Source: an optimization exercise on an open RTL-to-GDS flow (aim: small area, a short achievable clock period and few clock cycles per item). Production flows keep margins and buffers that such runs may drop.
Where RTL was checked, it was by simulation tests only, not by an equivalence proof against the original.
Power is estimated from default activity; no workload was simulated.

==> inputs of run A <==
Design RGB2YUV, start of the top module:
module RGB2YUV (start, clk, rst_n, inportR, inportG, inportB, done, outportY, outportU, outportV);
	input start, clk, rst_n;
	input [8:0] inportR, inportG, inportB;
	output done;
	output reg [8:0] outportY, outportU, outportV;
	wire [8:0] y, u, v;
	wire n_inportR_0 = ~inportR[0];
	wire n_inportR_1 = ~inportR[1];
	wire n_inportR_2 = ~inportR[2];
	wire n_inportR_3 = ~inportR[3];
	wire n_inportR_4 = ~inportR[4];
	wire n_inportR_5 = ~inportR[5];
	wire n_inportR_6 = ~inportR[6];
	wire n_inportR_7 = ~inportR[7];
	wire s1;
	wire c2;
	FA fa_s1 (.a(inportR[2]), .b(inportR[0]), .c(n_inportR_4), .s(s1), .co(c2));
	wire s3;
	wire c4;
	FA fa_s3 (.a(inportR[3]), .b(inportR[1]), .c(n_inportR_5), .s(s3), .co(c4));
	wire g5;
	assign g5 = n_inportR_0 & 1'b1;
	wire g6;
	assign g6 = n_inportR_0 | 1'b1;
	wire g7;
	assign g7 = n_inportR_2 & inportR[0];
	wire g8;
	assign g8 = n_inportR_2 | inportR[0];
	wire g9;
	assign g9 = n_inportR_3 & inportR[1];
	wire g10;
	assign g10 = n_inportR_3 | inportR[1];
	wire g11;
	assign g11 = c2 & s3;
	wire g12;
	assign g12 = c2 | s3;
	wire g13;
	assign g13 = n_inportR_1 & g5;
	wire g14;
	assign g14 = n_inportR_1 & g6;
	wire g15;
	assign g15 = g8 & n_inportR_1;
	wire g16;
  ...
make LEC_CHECK=0 CAP_MARGIN=20 CORE_MARGIN=2 CORE_UTILIZATION=55 SETUP_SLACK_MARGIN=4.5 SLEW_MARGIN=20 SYNTH_HIERARCHICAL=1 SYNTH_MINIMUM_KEEP_SIZE=0 finish   # period 10.0 ns
run.sh (not shown) runs the stock make flow with config.mk's settings and CLKGATE_MAP_FILE= SYNTH_SCRIPT=/design/flow/synth_recipe.tcl, a recipe that flattens the netlist after the stock synthesis.
==> run D: changes against run A <==
- CORE_UTILIZATION: 55 -> 70
- SETUP_SLACK_MARGIN: 4.5 -> 5
==> summary.txt <==
Run D failed in global routing (5_1_grt) with DPL-0038. Run A ran to the end with no violations. Synthesized area is the same in run D and run A. Synthesized cell count is the same in run D and run A.
Testbench counts of run A, summed over its fixed seeds: cycles 3,208, items 3,200.
Testbench counts of run D, summed over its fixed seeds: cycles 3,208, items 3,200.

* * *

==> v17 <==
Another version of the RTL of RGB2YUV (not shown whole).
clock: 10.0 ns
lec_check: 0
cap_margin: 20
core_margin: 2
core_utilization: 70
setup_slack_margin: 3
slew_margin: 20
synth_hierarchical: 1
synth_minimum_keep_size: 0
==> v4: changes against v17 <==
- CORE_UTILIZATION: 70 -> 40
- SETUP_SLACK_MARGIN: 3 -> unset
==> v12: changes against v17 <==
- SETUP_SLACK_MARGIN: 3 -> 5
==> comparison <==
- v12 went through all stages and came out clean. v17 finished with timing, DRC and antenna clean. v4 completed with no timing, DRC or antenna violations.
- Cell count, lowest first: v17, v12, v4.
- The highest global-route usage belongs to v12, the lowest to v4.
- The lowest via count belongs to v17, the highest to v12.
- Non-clock buffer count: v12 > v17 > v4.
- Combinational power: v4 is smaller than v12 (30%).
- Between v17 and v12, the lower clock power is in v17 (gap 15%, measured against v12).
- In clock-buffer cell count, v17 and v4 do not differ.
Function was not checked in any run of this note: the RTL went through the layout flow alone.

* * *

==> inputs of 04-22 <==
RTL: one of the versions met above, not the one the previous note started from.
Settings: LEC_CHECK=0, CAP_MARGIN=20, CORE_MARGIN=2, CORE_UTILIZATION=55, SETUP_SLACK_MARGIN=4, SLEW_MARGIN=20, SYNTH_HIERARCHICAL=1, SYNTH_MINIMUM_KEEP_SIZE=0; clock period 10.0 ns.
==> 03-26 (differences from 04-22) <==
--- a/flow/config.mk
+++ b/flow/config.mk
@@ -9,4 +9,4 @@
 export CORE_MARGIN = 2
-export CORE_UTILIZATION = 55
-export SETUP_SLACK_MARGIN = 4
+export CORE_UTILIZATION = 70
+export SETUP_SLACK_MARGIN = 3
 export SLEW_MARGIN = 20
==> notes <==
- Between 04-22 and 03-26, the lower clock power is in 03-26 (gap about 6%, measured against 03-26).
- In 03-26 the via count is larger than in 04-22, by about 4%.
- Sequential share of layout area: 03-26 is higher than 04-22 (0.24 points).
- In sequential power, 03-26 and 04-22 hardly differ.
==> figures <==
| metric | 04-22 | 03-26 |
|---|---|---|
| Share of total power in the clock network | 4.3% | 4.0% |
| Actual transition at the worst max-transition pin | 807 ps | 742 ps |
| Footprint of the multi-input gates | 4270 sq um | 4210 sq um |
| Final critical-path share of the clock period | 58.9% | 66.6% |
| Number of vias per cell | 5.57 | 6.07 |
| Delay of the slowest cell on the worst path | 500 ps | 750 ps |
| Non-filler instance count after layout | 625 | 598 |
| Nonclk buf count | 74 | 59 |
| Switching power share of the total | 45.6% | 46.7% |
| Result of the run | complete, no violations | complete, no violations |
Testbench counts of 04-22, summed over its fixed seeds: cycles 3,208, items 3,200.
Testbench counts of 03-26, summed over its fixed seeds: cycles 3,208, items 3,200.

re-timing with driven ports:
Ports are ideal in the flow. The routed layouts listed here were re-timed in OpenROAD. Step 1: set_driving_cell puts a clkbuf_16 on clk and a buf_2 on each other input, an assumption about the parent block. Step 2 times the ports against the registers' clock, not the clock port: input delays grow and output delays shrink by t, the midpoint of the rising clock arrivals with the driver on. Three values: ideal, step 1, step 2; two values: the first two.
run | t (ns) | slack for setup (ns) | hold slack, ns | worst setup path at the end | cell pins on the clock port's net
run A | 0.309 | 4.440 / 4.408 / 4.099 | 0.508 / 0.508 / 0.508 | input to register | 1
v17 | 0.297 | 3.137 / 3.130 / 2.833 | 0.514 / 0.514 / 0.514 | input to register | 1
v4 | 0.311 | 2.512 / 2.513 / 2.201 | 0.511 / 0.511 / 0.511 | input to register | 1
v12 | 0.315 | 3.641 / 3.602 / 3.287 | 0.523 / 0.523 / 0.523 | input to register | 1
04-22 | 0.307 | 4.109 / 4.115 / 3.808 | 0.494 / 0.494 / 0.494 | input to register | 1
03-26 | 0.294 | 3.344 / 3.349 / 3.054 | 0.516 / 0.516 / 0.516 | input to register | 1
After both steps every run listed still meets setup and hold. The setup slack of v12, which loses most, moves by -0.039 ns with the drivers and by -0.354 ns with both steps.
